What follows belongs to an exercise in optimizing a design on an open flow for small area and a short achievable clock period; a production flow would make more cautious choices.
Function was checked by simulation only, so behaviour that the tests miss may differ from the original.
The flow treats the clock pin as an ideal source, which a real chip does not have.
No activity file was given, so power comes from the tool's default toggle rates.

Design FP_Adder, start of the top module:
module FP_Adder
	#(
		parameter FP_SIZE = 32,
		parameter FRAC_SIZE = 23,
		parameter EXP_SIZE = 8
	)
	(
		input clk,
		input rst,
		input enable,
		input[FP_SIZE-1:0]  N1,
		input[FP_SIZE-1:0]  N2,
		input wire valid,
		output reg[FP_SIZE-1:0] result
	);
	reg [31:0] r_n1;
	reg [31:0] r_n2;
	reg        r_valid;
	reg        r_en;
	always @(posedge clk) begin
		r_n1    <= N1;
		r_n2    <= N2;
		r_valid <= valid;
	end
	always @(posedge clk or posedge rst) begin
		if (rst) r_en <= 1'b0;
		else     r_en <= enable;
	end
	wire [7:0]  a_exp_d;
	wire [23:0] a_sig_d;
	wire [23:0] a_bsh_d;
	wire        a_sa_d, a_sub_d;
	fp_adder_stage1 stage_1 (
		.n1(r_n1), .n2(r_n2),
		.exp_a(a_exp_d), .sig_a(a_sig_d), .sig_b_sh(a_bsh_d),
		.sign_a(a_sa_d), .sub(a_sub_d));
	reg [7:0]  a_exp;
	reg [23:0] a_sig;
	reg [23:0] a_bsh;
	reg        a_sa, a_sub;
	reg        a_live;
	always @(posedge clk) begin
		if (r_en) begin
			a_exp <= a_exp_d;
			a_sig <= a_sig_d;
			a_bsh <= a_bsh_d;
			a_sa  <= a_sa_d;
			a_sub  <= a_sub_d;
		end
	end
	always @(posedge clk or posedge rst) begin
		if (rst)       a_live <= 1'b0;
		else if (r_en) a_live <= r_valid;
	end
	wire [24:0] b_mag_d;
	wire        b_sign_d;
	fp_adder_stage2 stage_2 (
		.sig_a(a_sig), .sig_b_sh(a_bsh), .sign_a(a_sa), .sub(a_sub),
		.mag(b_mag_d), .sign(b_sign_d));
	reg [24:0] b_mag;
	reg        b_sign;
	reg [7:0]  b_exp;       
	reg        b_live;
	always @(posedge clk) begin
		if (r_en) begin
			b_mag  <= b_mag_d;
			b_sign <= b_sign_d;
			b_exp  <= a_exp + 8'd1;
		end
	end
	always @(posedge clk or posedge rst) begin
		if (rst)       b_live <= 1'b0;
		else if (r_en) b_live <= a_live;
	end
	wire [31:0] c_result;
	fp_adder_stage3 stage3 (
		.mag(b_mag), .sign(b_sign), .exp_a1(b_exp), .live(b_live),
		.result(c_result));
	always @(posedge clk or posedge rst) begin
		if (rst)       result <= 'd0;
		else if (r_en) result <= c_result;
	end
endmodule
clock: 16.0 ns
lec_check: 0
cap_margin: 20
core_margin: 2
core_utilization: 40
slew_margin: 20
standard.sh (not shown) runs the stock make flow with config.mk's settings and CLKGATE_MAP_FILE= SYNTH_SCRIPT=/design/flow/synth_recipe.tcl, a recipe that flattens the netlist after the stock synthesis.
==> flow/flow/run.sh <==
#!/bin/bash
# Own layout flow: the standard synthesis, then ORFS's standard layout steps
# with timing repair aimed below the 16 ns clock (setup margin) and plain
# buffers on the ports.  Each step's full output goes to a log here.
set -uo pipefail
MARGIN=$(cat flow/margin.txt 2>/dev/null || echo 11.8)
bash standard.sh synth > synth.log 2>&1 || { tail -50 synth.log; exit 1; }
export SETUP_SLACK_MARGIN=$MARGIN
export BUFFER_PORTS_ARGS="-buffer_cell sky130_fd_sc_hd__buf_2"
bash standard.sh finish > layout.log 2>&1 || { tail -50 layout.log; exit 1; }
tail -5 layout.log
==> flow/flow/margin.txt <==
12.0
Change:
==> flow/flow/run.sh (replaced) <==
#!/bin/bash
# Own layout flow: the standard synthesis (standard.sh synth, unchanged),
# then ORFS's standard layout steps with
#  - timing repair aimed below the 16 ns clock (setup margin in margin.txt),
#  - resizing free to change cell footprints (drive strengths),
#  - plain buffers (not delay cells) on the ports.
# Each step's full output goes to a log file in this folder.
set -uo pipefail
MARGIN=$(cat flow/margin.txt 2>/dev/null || echo 11.8)
bash standard.sh synth > synth.log 2>&1 || { tail -50 synth.log; exit 1; }
bash standard.sh SETUP_SLACK_MARGIN=$MARGIN MATCH_CELL_FOOTPRINT=0 \
  "BUFFER_PORTS_ARGS=-buffer_cell sky130_fd_sc_hd__buf_2" finish > layout.log 2>&1 \
  || { tail -50 layout.log; exit 1; }
tail -5 layout.log
==> flow/flow/margin.txt (replaced) <==
11.9
CTS_CLUSTER_DIAMETER = 150   (was unset)
CTS_CLUSTER_SIZE = 50   (was unset)
The changed run completed with no timing, DRC or antenna violations.
First-iteration DRC count came out lower by 8.2%.
Hold slack loses 6.5 ps.
Global-route usage stays flat.
Via count is lower by 3.6%.
Non-clock buffer count goes down by 24.
Worst setup slack got worse by 39 ps.
Change:
ABC_AREA = 1   (was unset)
CORE_UTILIZATION = 65   (was 40)
CTS_CLUSTER_DIAMETER = unset   (was 150)
CTS_CLUSTER_SIZE = unset   (was 50)
What happened: The new run ran to the end with no violations; combinational power fell by a few percent; design area came out higher by a few percent; clock power drops by roughly a tenth; worst setup slack gains 75 ps.
Change:
==> flow/flow/run.sh (replaced) <==
#!/bin/bash
# Own layout flow: the standard synthesis (standard.sh synth, unchanged),
# then ORFS's standard layout steps with
#  - timing repair aimed below the 16 ns clock (setup margin in margin.txt),
#  - resizing free to change cell footprints (drive strengths),
#  - plain buf_1 buffers (not delay cells) on all the ports.
# Each step's full output goes to a log file in this folder.
set -uo pipefail
MARGIN=$(cat flow/margin.txt 2>/dev/null || echo 11.9)
bash standard.sh synth > synth.log 2>&1 || { tail -50 synth.log; exit 1; }
bash standard.sh SETUP_SLACK_MARGIN=$MARGIN MATCH_CELL_FOOTPRINT=0 \
  "BUFFER_PORTS_ARGS=-buffer_cell sky130_fd_sc_hd__buf_1" finish > layout.log 2>&1 \
  || { tail -50 layout.log; exit 1; }
tail -5 layout.log
ABC_AREA = unset   (was 1)
CORE_UTILIZATION = 80   (was 65)
CTS_BUF_LIST = sky130_fd_sc_hd__clkbuf_8   (was unset)
After rerunning: Fmax falls by 2.2%; utilization climbs by 18 points; via count went down by 3.6%; power came out higher by 9.7%; clock-buffer cell count came out lower by 4; worst setup slack loses 96 ps; final cell count shrinks by 24%.
Change:
==> flow/flow/run.sh (replaced) <==
#!/bin/bash
# Own layout flow: the standard synthesis, then ORFS's standard layout steps
# with timing repair aimed below the 16 ns clock (setup margin), plain
# buffers on the ports, and resizing free to change cell footprints.  Each
# step's full output goes to a log file here.
set -uo pipefail
MARGIN=$(cat flow/margin.txt 2>/dev/null || echo 11.8)
bash standard.sh synth > synth.log 2>&1 || { tail -50 synth.log; exit 1; }
export SETUP_SLACK_MARGIN=$MARGIN
export BUFFER_PORTS_ARGS="-buffer_cell sky130_fd_sc_hd__buf_2"
export MATCH_CELL_FOOTPRINT=0
bash standard.sh finish > layout.log 2>&1 || { tail -50 layout.log; exit 1; }
tail -5 layout.log
==> flow/flow/margin.txt (replaced) <==
11.95
CORE_UTILIZATION = 40   (was 80)
CTS_BUF_LIST = unset   (was sky130_fd_sc_hd__clkbuf_8)
After rerunning:
- The new run ran to the end with no violations
- hold slack gets worse by 29 ps
- global-route usage fell by 24 points
- wire length went down by 23%
- non-clock buffer count goes up by 2
- first-iteration DRC count decreases by 70%
- via count is lower by 18%
- worst setup slack gets better by 68 ps
- synthesized area stays the same

---

Setup of v37:
FP_Adder again, from the RTL that the note above started with.
Settings: LEC_CHECK=0, CAP_MARGIN=20, CORE_MARGIN=2, CORE_UTILIZATION=65, SLEW_MARGIN=20; clock period 16.0 ns.
==> flow/flow/run.sh <==
#!/bin/bash
# Own layout flow: the standard synthesis, then ORFS's standard layout steps
# with timing repair aimed below the 16 ns clock (setup margin), plain
# buffers on the ports, and resizing free to change cell footprints.  Each
# step's full output goes to a log file here.
set -uo pipefail
MARGIN=$(cat flow/margin.txt 2>/dev/null || echo 11.8)
bash standard.sh synth > synth.log 2>&1 || { tail -50 synth.log; exit 1; }
export SETUP_SLACK_MARGIN=$MARGIN
export BUFFER_PORTS_ARGS="-buffer_cell sky130_fd_sc_hd__buf_2"
export MATCH_CELL_FOOTPRINT=0
bash standard.sh finish > layout.log 2>&1 || { tail -50 layout.log; exit 1; }
tail -5 layout.log
==> flow/flow/margin.txt <==
11.95
Setup changes, v37 to v48
Settings: an added CTS_BUF_LIST of sky130_fd_sc_hd__clkbuf_8.
==> flow/flow/run.sh <==
#!/bin/bash
# Own layout flow: the standard synthesis (standard.sh synth, unchanged),
# then ORFS's standard layout steps with
#  - timing repair aimed below the 16 ns clock (setup margin in margin.txt),
#  - resizing free to change cell footprints (drive strengths),
#  - plain buf_1 buffers (not delay cells) on all the ports.
# Each step's full output goes to a log file in this folder.
set -uo pipefail
MARGIN=$(cat flow/margin.txt 2>/dev/null || echo 11.9)
bash standard.sh synth > synth.log 2>&1 || { tail -50 synth.log; exit 1; }
bash standard.sh SETUP_SLACK_MARGIN=$MARGIN MATCH_CELL_FOOTPRINT=0 \
  "BUFFER_PORTS_ARGS=-buffer_cell sky130_fd_sc_hd__buf_1" finish > layout.log 2>&1 \
  || { tail -50 layout.log; exit 1; }
tail -5 layout.log
==> flow/flow/margin.txt <==
11.7
==> notes.md <==
v48 finished end to end and its layout was clean on timing, DRC and antenna. Comparing v37 against v48, there is no change at all in flip-flop and latch count after synthesis. On first-pass iteration count of the detailed router: between v37 and v48, it ends up higher for v48. Number of ordinary and repair buffers in the finished layout: v48 vs v37 down about 22%. Cmp v48 vs v37: met1 routed wirelength after detailed routing higher in v48. v48 — largest clock skew in the final design 0.0078 ns higher, v37 as reference. Summary of the comparison: sequential share of layout area is higher in v48, relative to v37. v48 ends up with a number of inserted filler cells in the final layout that is 14% higher than in v37.
Edits applied to the flow inputs when going from v48 to v33:
==> flow/flow/run.sh <==
#!/bin/bash
# Own layout flow: the standard synthesis (standard.sh synth, unchanged),
# then ORFS's standard layout steps with
#  - timing repair aimed below the 16 ns clock (setup margin in margin.txt),
#  - resizing free to change cell footprints (drive strengths),
#  - plain buffers on the ports: buf_2 on the outputs (out_buffers.tcl,
#    run before global placement), buf_1 on the inputs,
#  - the output register's flip-flops at drive strength 4 (before CTS).
# Each step's full output goes to a log file in this folder.
set -uo pipefail
HERE=$(pwd)
MARGIN=$(cat flow/margin.txt 2>/dev/null || echo 11.9)
bash standard.sh synth > synth.log 2>&1 || { tail -50 synth.log; exit 1; }
export PRE_GLOBAL_PLACE_TCL=$HERE/flow/out_buffers.tcl
export PRE_CTS_TCL=$HERE/flow/out_flops.tcl
bash standard.sh SETUP_SLACK_MARGIN=$MARGIN MATCH_CELL_FOOTPRINT=0 \
  "BUFFER_PORTS_ARGS=-inputs -buffer_cell sky130_fd_sc_hd__buf_1" finish > layout.log 2>&1 \
  || { tail -50 layout.log; exit 1; }
tail -5 layout.log
==> flow/flow/margin.txt <==
11.95
==> flow/flow/out_buffers.tcl (new file) <==
# buffer the output ports with buf_2 (the inputs get buf_1 from ORFS's own call)
buffer_ports -outputs -buffer_cell sky130_fd_sc_hd__buf_2
==> flow/flow/out_flops.tcl (new file) <==
# the output register drives the output buffers: use its strongest size
foreach inst [get_cells -quiet {result*}] {
  if {[get_property $inst ref_name] eq "sky130_fd_sc_hd__dfrtp_1"} {
    replace_cell $inst sky130_fd_sc_hd__dfrtp_4
  }
}
Results
- Delta(insertion delay to the later sink of the worst-skew pair, v33 - v48) > 0
- Compared with v48, in v33 via count of the first global-routing pass shows a reduction of 110; non-clock buffer count fell by 13.
- Post-layout minimum cycle time delta for v33 relative to v48: 0.015 ns lower
- Comparing v48 and v33, the higher placer congestion estimate was measured on v48.
- Changes observed in v33 relative to v48: combinational power fell by about 2%, number of cells after detailed placement fell about 2.2%, share of power burned in combinational logic now sits lower.
What v20 does differently from v33 at the input level:
==> flow/flow/run.sh <==
#!/bin/bash
# Own layout flow: the standard synthesis (standard.sh synth, unchanged),
# then ORFS's standard layout steps with
#  - timing repair aimed below the 16 ns clock (setup margin in margin.txt),
#  - resizing free to change cell footprints (drive strengths),
#  - plain buf_1 buffers (not delay cells) on all the ports.
# Each step's full output goes to a log file in this folder.
set -uo pipefail
MARGIN=$(cat flow/margin.txt 2>/dev/null || echo 11.9)
bash standard.sh synth > synth.log 2>&1 || { tail -50 synth.log; exit 1; }
bash standard.sh SETUP_SLACK_MARGIN=$MARGIN MATCH_CELL_FOOTPRINT=0 \
  "BUFFER_PORTS_ARGS=-buffer_cell sky130_fd_sc_hd__buf_1" finish > layout.log 2>&1 \
  || { tail -50 layout.log; exit 1; }
tail -5 layout.log
==> flow/flow/margin.txt <==
11.8
removed: flow/flow/out_buffers.tcl
removed: flow/flow/out_flops.tcl
Findings:
Taking v33 as the reference, in v20 routed wire length shows no meaningful change; part of the cycle the worst path needs comparable.
v20 vs v33 on via count: v20 is the higher one.
Summary of v20 over v33: non-clock buffer count went up 34, total power went up.
First-pass GRT wire length: higher on v20
v20: leakage dissipation 3.7% above v33

afterwards: timing with drivers on the ports:
How much do the figures lean on ideal ports? The routed layouts below were timed once more, with nothing changed but the port constraints.
Step 1 sets driving cells, clkbuf_16 on the clock port and buf_2 on the other inputs (assumed; they add their load-dependent delay and slew).
Step 2, shift: input delay + t, output delay - t, t = (earliest + latest rising clock arrival at the registers) / 2. This alone moves slack from input paths to output paths.
Three values: ideal ports, drivers, drivers and shift; two values: the first two.
| run | shift t [ns] | setup WS [ns] | worst hold slack (ns) | worst register clock-pin slew, ns |
|---|---|---|---|---|
| the first run of note 1 | 0.493 | 11.778 / 11.730 / 12.004 | 0.473 / 0.473 / 0.473 | 0.08 / 0.08 |
| the second run of note 1 | 0.500 | 11.739 / 11.691 / 12.113 | 0.467 / 0.467 / 0.467 | 0.09 / 0.09 |
| the third run of note 1 | 0.474 | 11.814 / 11.767 / 12.240 | 0.425 / 0.425 / 0.425 | 0.08 / 0.08 |
| the fourth run of note 1 | 0.540 | 11.718 / 11.674 / 11.724 | 0.502 / 0.502 / 0.502 | 0.11 / 0.11 |
| the fifth run of note 1 | 0.495 | 11.787 / 11.739 / 12.070 | 0.473 / 0.473 / 0.473 | 0.08 / 0.08 |
| v37 | 0.483 | 11.790 / 11.745 / 12.036 | 0.490 / 0.490 / 0.490 | 0.08 / 0.08 |
| v48 | 0.502 | 11.773 / 11.731 / 11.812 | 0.488 / 0.488 / 0.488 | 0.11 / 0.11 |
| v33 | 0.530 | 11.788 / 11.744 / 12.054 | 0.489 / 0.489 / 0.489 | 0.11 / 0.11 |
| v20 | 0.502 | 11.782 / 11.740 / 11.940 | 0.490 / 0.490 / 0.490 | 0.11 / 0.11 |
After both steps setup and hold are still met in every run listed.
